Context: an optimization exercise on an open-source flow, tuned for small area, a short achievable clock period and few clock cycles. The choices shown serve that exercise and are no tape-out recipe.
Function was checked by simulation only, so behaviour that the tests miss may differ from the original.
Power and IR drop assume default switching activity.

### flow/constraint.sdc
create_clock -name core_clock -period 10.0 [get_ports {clk}]
set_input_delay 2.0000 -clock core_clock [delete_from_list [all_inputs] [get_ports {clk}]]
set_output_delay 2.0000 -clock core_clock [all_outputs]
set_load 0.01 [all_outputs]
### flow/flow/run.sh
#!/bin/bash
# The standard layout (standard.sh: the standard flow's synthesis and ORFS flow, unchanged), with two
# make settings added:
#  - the port buffers are sky130_fd_sc_hd__buf_2 cells (buffer_ports' default pick here
#    is a slow, large delay buffer);
#  - timing repair aims for 7 ns of setup slack, so that it sizes the design for the
#    shortest period it can reach, not only for the 10 ns clock.
# The full make output goes to flow_make.log in this folder.
set -euo pipefail
bash standard.sh "BUFFER_PORTS_ARGS=-buffer_cell sky130_fd_sc_hd__buf_2" \
  SETUP_SLACK_MARGIN=7 finish > flow_make.log 2>&1
### flow/standard.sh
#!/bin/bash
# synth_recipe.tcl (not shown) runs the flow's synth.tcl, then flattens the netlist and writes it again
# the make line also repeats each setting of config.mk as NAME=value (left out here)
make -C /OpenROAD-flow-scripts/flow DESIGN_CONFIG=/design/flow/config.mk WORK_HOME=/design/flow/orfs CLKGATE_MAP_FILE= SYNTH_SCRIPT=/design/flow/synth_recipe.tcl "${@:-finish}"
### flow/design.v
module IOTDF( clk, rst, in_en, iot_in, fn_sel, busy, valid, iot_out);
input          clk;
input          rst;
input          in_en;
input  [7:0]   iot_in;
input  [2:0]   fn_sel;
output         busy;
output         valid;
output [127:0] iot_out;
function [8:0] add8;
	input [7:0] a, b;
	input       c;
	reg   [7:0] g, p;
	reg   [8:0] cy;
	reg         t;
	integer i, j, k;
	begin
		g = a & b;
		p = a ^ b;
		for (i = 0; i <= 8; i = i + 1) begin
			cy[i] = c;
			for (j = 0; j < i; j = j + 1) cy[i] = cy[i] & p[j];
			for (j = 0; j < i; j = j + 1) begin
				t = g[j];
				for (k = j + 1; k < i; k = k + 1) t = t & p[k];
				cy[i] = cy[i] | t;
			end
		end
		add8 = {cy[8], p ^ cy[7:0]};
	end
endfunction
function gt8;
	input [7:0] a, b;
	reg         e;
	integer i;
	begin
		gt8 = 1'b0;
		e   = 1'b1;
		for (i = 7; i >= 0; i = i - 1) begin
			gt8 = gt8 | (e & a[i] & ~b[i]);
			e   = e & ~(a[i] ^ b[i]);
		end
	end
endfunction
reg [2:0] fs;
reg       m_avg, m_ex, m_hi;
always @(posedge clk) begin
	fs    <= fn_sel;
	m_avg <= fn_sel == 3'd3;
	m_ex  <= fn_sel == 3'd4 || fn_sel == 3'd5;
	m_hi  <= fn_sel == 3'd1 || fn_sel == 3'd6;    
end
wire m_mm   = fs == 3'd1 || fs == 3'd2;
wire m_ext  = fs == 3'd4;
wire m_pmax = fs == 3'd6;
wire m_pmin = fs == 3'd7;
wire m_peak = m_pmax | m_pmin;
reg       in_v;
reg [7:0] in_b;
reg       busy_r;
wire      acc = in_en & ~busy_r;
always @(posedge clk or posedge rst)
	if (rst) in_v <= 1'b0;
	else     in_v <= acc;
always @(posedge clk) in_b <= iot_in & {8{acc}};    
reg  [127:0] R;
reg  [15:0]  cs;         
reg  [2:0]   T;          
reg  [2:0]   sv;         
reg  [3:0]   off;        
reg          pb;         
reg  [3:0]   bcnt;       
reg  [2:0]   dcnt;       
reg          pf, pl;     
reg          first;      
reg          pass;       
reg          fin;        
reg          gen;        
reg  [1:0]   st;         
reg          mark;       
reg          have_p;     
reg          ones;       
reg          valid_r;
wire step = in_v | pass;
wire shp  = pass & fin;
wire [7:0] h = R[127:120];
wire       clr = first & in_v;
wire [7:0] A   = h & {8{~clr}};
wire       ci  = step & ~clr & cs[14];
wire [8:0] v   = add8(A, in_b, ci);
wire [2:0] T0  = T & {3{~clr}};
wire [2:0] Tn  = v[8] ? T0 + 3'd1 : T0;
wire gen_now   = v[8] & (R[7:0] == 8'hff) & ~pf & (bcnt != 4'd1);
wire gen_all   = gen | gen_now;
wire [7:0] av  = shp ? {pf ? Tn : sv, v[7:3]} : v[7:0];
wire       vc     = m_peak & ~have_p;     
wire       forced = m_peak ? ~have_p : first;
wire [7:0] opnd   = vc ? {8{m_pmin}} : h;
wire       bgt    = gt8(in_b, opnd);
wire       blt    = gt8(opnd, in_b);
wire       sgt    = st[0] | (~st[1] & bgt);
wire       slt    = st[1] | (~st[0] & blt);
wire       wr     = m_ex | forced | (m_hi ? sgt : slt);
wire       upd    = m_pmax ? ~slt : slt;
wire [3:0] t = R[119:116];       
wire ones_all = ones & (in_b == 8'hff);
wire ext_ok = (t >= 4'h7) & ((t < 4'ha) | ((t == 4'ha) & ~ones_all));
wire exc_ok = (t < 4'h7) | ((t == 4'h7) & ~ones_all) | (t >= 4'hc);
wire ex_ok  = m_ext ? ext_ok : exc_ok;
wire [7:0] nh = m_avg ? av : ((in_v & wr) ? in_b : h);
always @(posedge clk) begin
	R  <= {R[119:0], nh};
	cs <= {cs[14:0], step ? ~pf & v[8] : cs[15]};
	sv <= v[2:0];
	if (step & pf) T <= Tn;
end
wire [6:0] cnt = {dcnt, bcnt};
wire acc_last = acc & m_avg & (in_v ? cnt == 7'd126 : cnt == 7'd127);
wire pb_n     = acc_last | (pb & ~(shp & bcnt == 4'd14));
wire [3:0] off_n = off + {3'd0, ~acc};
wire dlast = in_v & pl;
always @(posedge clk or posedge rst) begin
	if (rst) begin
		busy_r  <= 1'b0;
		pb      <= 1'b0;
		off     <= 4'd15;
		bcnt    <= 4'd0;
		dcnt    <= 3'd0;
		pf      <= 1'b1;
		pl      <= 1'b0;
		first   <= 1'b1;
		pass    <= 1'b0;
		fin     <= 1'b0;
		gen     <= 1'b0;
		st      <= 2'b00;
		mark    <= 1'b0;
		have_p  <= 1'b0;
		ones    <= 1'b0;
		valid_r <= 1'b0;
	end
	else begin
		pb     <= pb_n;
		off    <= off_n;
		busy_r <= pb_n | (off_n != 4'd15);
		if (step) begin
			bcnt <= bcnt + 4'd1;
			pf   <= pl;
			pl   <= bcnt == 4'd14;
			gen  <= ~pf & gen_all;
		end
		if (dlast) begin
			dcnt  <= dcnt + 3'd1;
			first <= dcnt == 3'd7;
		end
		if (dlast & m_avg & dcnt == 3'd7) begin
			pass <= 1'b1;
			fin  <= ~gen_all;
		end
		else if (pass & pl) begin
			pass <= ~fin;
			fin  <= ~gen_all;
		end
		if (in_v) begin
			st   <= pl ? 2'b00 : {slt, sgt};
			ones <= pf ? (in_b[3:0] == 4'hf) : ones_all;
		end
		if (dlast) begin
			mark   <= (~first & mark) | upd;
			have_p <= 1'b1;
		end
		valid_r <= (dlast & (m_ex ? ex_ok :
		                     m_mm ? dcnt == 3'd7 :
		                     m_peak & (dcnt == 3'd7) & (mark | upd))) |
		           (shp & pl);
	end
end
assign busy    = busy_r;
assign valid   = valid_r;
assign iot_out = R;
endmodule
### flow/config.mk
export PLATFORM = sky130hd
export DESIGN_NAME = IOTDF
export DESIGN_NICKNAME = IOTDF
export VERILOG_FILES = /design/flow/design.v
export SDC_FILE = /design/flow/constraint.sdc
export NUM_CORES = 4
export LEC_CHECK = 0
export CAP_MARGIN = 20
export CORE_MARGIN = 2
export CORE_UTILIZATION = 40
export PLACE_DENSITY = 0.6
export SLEW_MARGIN = 20
==> results.tsv <==
stage	metric	value	unit
status	status	no timing/DRC/antenna violations	
yosys	top_reg_cell synth	dfxtp_1	
clock_tree	total CTS buffers	17	
timing	setup tns final	0	ns
timing	final hold vios	0	
yosys	post-synthesis average cell area	11.79	µm²
clock_tree	Root Buffer	clkbuf_16	
routing	drt drc	0	
timing	Tmin final	3.027	ns
yosys	post-synthesis instance total	526	
timing	endpoints failing setup	0	
timing	Min Hold Slack	0.3257	ns
timing	Slew @ Worst Pin	0.8298	ns
clock_tree	clock sink count	190	
global_routing	via count of the first global-routing pass	4337	
worst_setup_path	worst r2r path cells	12	
routing	initial drt markers	340	
yosys	ys async rst share	0.1368	
final_layout	commonest cells after routing, fill and taps aside	143 x buf_2, 140 x dfxtp_1, 39 x nor2_1	
yosys	area leader, netlist	dfxtp_1	
yosys	Post-synth EDFFs	3	
worst_setup_path	Arr. time, crit path	3.34	ns
routing	Routed Wire Length	15140	µm
clock_tree	number of H-tree levels	4	
timing	achievable clock frequency	330.3	MHz
global_routing	largest net degree at the start of global routing	27	
worst_setup_path	data required time of the worst path	10.31	ns
yosys	post-synth top area share	0.5198	
placement	Setup WS pre-CTS	6.573	ns
timing	final worst setup slack	6.973	ns
min_path	worst hold path class	reg -> reg	
min_path	hold path depth	0	
floorplanning	Die Width	128.5	µm
timing	RSZ-0062 raised after global routing	yes	
global_routing	grt ovf	0	
final_layout	most common cell after layout, fill and taps aside	buf_2	
power	Peak VDD IR	139.8	µV
clock_tree	CTS tree	built	
global_routing	first-pass GRT wire length	23070	µm
routing	First-pass DRT Iterations	5	
clock_tree	Reg clk slew, reported paths	0.07	ns
timing	skew final	0.008535	ns
floorplanning	initial core utilization	0.4079	
worst_setup_path	crit path kind	reg -> reg	
routing	Antenna Nets Post-Route	0	
routing	post-DR wirelength/cell	16.78	µm
final_layout	fraction of layout cells with a size suffix above 1	0.3852	
floorplanning	num rows	45	
floorplanning	Die Outline Area	16510	µm²
floorplanning	Placeable Area	15200	µm²
global_routing	initial antenna violation count	0	
yosys	ranking of synthesized cells by area	dfxtp_1 52%, dfrtp_1 8.1%, ha_1 3.8%, dfstp_2 2.5%, nor2_1 2.4%	
yosys	syn nets	560	
placement	Detailed Place HPWL	10870	µm
worst_setup_path	critical path startpoint category	flip-flop	
floorplanning	Die Ht	128.5	µm
power	PwrDens	195.2	nW/µm²
final_layout	fin nets	735	
routing	via count	4526	
placement	GPL Wtd Cong	0.8647	
clock_tree	Clock Tree Buf Depth	2	
yosys	mapped cell area	6201	µm²
worst_setup_path	CP endpoint kind	flip-flop	
timing	Max Slew Vio Count	0	
power	Static Leak	3.722	nW
clock_tree	Worst-Skew Late Latency	0.42	ns
placement	Port Buffers	143	
final_layout	number of diodes	0	
yosys	sequential share of the synthesized area	0.6404	
yosys	synthesized flop and latch total	190	
yosys	Syn. warnings	1	
floorplanning	# IOs	144	
timing	worst relative slew slack	0.4460	
worst_setup_path	crit-path max FO	6	
flow_run	max-cap viol count	0	
global_routing	GRT Resource Usage Total	0.1842	
final_layout	area grow syn2layout	30.83	%
timing	Tcrit/Tclk final	0.3027	
routing	DR vias/cell	5.018	
yosys	unique cell type count in the Yosys netlist	76	
-- worst max-delay path, cell delays in order, from the launching register on --
cell and delay [ns]:
dfstp_2 0.59, nand2_4 0.09, and2_4 0.17, ha_1 0.27
ha_1 0.18, o21a_1 0.19, o211ai_1 0.25, a21o_1 0.21
a31oi_4 0.14, mux2_4 0.34, mux2i_1 0.14, o21ai_1 0.08
mux2_2 0.27
-- through the flow --
step | total power, mW | utilization | cell area, µm² | cells
after global placement | 0.9561 | 0.4737 | 7202 | 844
after CTS | 1.596 | 0.5198 | 7903 | 884
final | 1.584 | 0.5337 | 8113 | 902
after global routing | 1.648 | 0.5337 | 8113 | 902
after floorplan | 0.9095 | - | 6326 | 526
after detailed placement | 0.9583 | 0.4737 | 7202 | 844
-- flip-flops by register name, indices dropped and copies added, names as in the netlist, 2 cells and up --
register	count
R	128
T	3
bcnt	4
cs	16
dcnt	3
fs	3
in_b	8
off	4
st	2
sv	3
-- cell usage after synthesis (2+ instances only) --
cell	count
o21ai_0	16
dfxtp_1	161
mux2_2	7
nor3_1	6
xnor2_1	10
o22ai_1	5
nand2_1	37
a211oi_1	5
a21oi_1	24
or3b_2	2
or2_2	3
nand2b_1	7
nor2b_1	8
dfrtp_1	20
a311oi_1	2
buf_1	2
mux2i_1	3
nor4_1	5
edfxtp_1	3
and3_1	3
nand4_1	6
mux2_1	2
a31oi_1	7
a21boi_0	2
nor3b_1	2
ha_1	19
o21a_1	4
xor2_1	7
clkbuf_1	8
dfstp_2	6
inv_1	19
and2_1	21
nor2_1	39
nand3_1	11
maj3_1	3
-- worst paths after layout --
| path | start | slack, ns | to |
|---|---|---|---|
| hold reg to reg | cs[6] | 0.33 | cs[7] |
| hold / removal | cs[6] | 0.33 | cs[7] |
| setup / recovery | first | 6.97 | R[6] |
| setup reg to reg | first | 6.97 | R[6] |
| max in group asynchronous | rst | 7.94 | in_v |
| min in group asynchronous | rst | 1.64 | dcnt[0] |
-- per-layer routing --
metal  GRT usage  wire [µm]  vias up
li1            -          -     2177
met2      0.3016       7389      157
met4     0.07417        360        0
met5           0          0        -
met1      0.2323       6413     2159
met3     0.05031        976       33
-- logic make-up after synthesis --
kind of cell | count (synthesis) | share of synthesized area
DFF | 190 | 0.6404
and+or+nand+nor | 160 | 0.1358
AOI/OAI and AO/OA | 89 | 0.1037
buffers and inverters | 33 | 0.02219
adders and majority gates | 23 | 0.04641
xor gates and xnor gates | 18 | 0.02663
muxes | 13 | 0.02482
-- where the power goes --
part | leakage [nW] | internal (mW) | switching [mW]
logic | 1.79 | 0.0534 | 0.0626
registers | 1.66 | 0.802 | 0.0292
clock network | 0.274 | 0.336 | 0.301
total | 3.72 | 1.19 | 0.392
-- repair_timing --
action,CTS,global route
setup buffers,8,17
cloned,0,1
gates resized for setup,31,18
pin swaps,2,6
endpoints found under the setup margin,29,15
hold buffers,0,0
-- cell type report --
type	count	area [µm²]
Clock buffer	19	442.9
Clock inverter	13	121.4
Fill cell	1358	7089
Inverter	19	71.32
Multi-Input combinational cell	303	2262
Sequential cell	190	4024
Tap cell	188	235.2
Timing Repair Buffer	170	955.9
Testbench counts, summed over its fixed seeds: cycles 87,649.

==> re-timing with driven ports <==
The results above use ideal ports. As a check the final layout listed here was re-extracted and re-timed, cells and wires unchanged. Step 1: set_driving_cell puts a clkbuf_16 on clk and a buf_2 on each other input, an assumption about the parent block. Step 2, shift: input delay + t, output delay - t, t = (earliest + latest rising clock arrival at the registers) / 2. This alone moves slack from input paths to output paths. Three values: ideal ports, drivers, drivers and shift; two values: the first two.
t (ns): 0.462
setup slack, ns: 6.973 / 6.973 / 6.653
worst setup path at the end: input to register
latest minus earliest clock arrival (ns): 0.010 / 0.011
worst register clock-pin slew, ns: 0.07 / 0.07
After both steps this run still meets setup and hold. For this run, drivers alone change the setup slack by 0.000 ns; drivers and shift together by -0.320 ns.
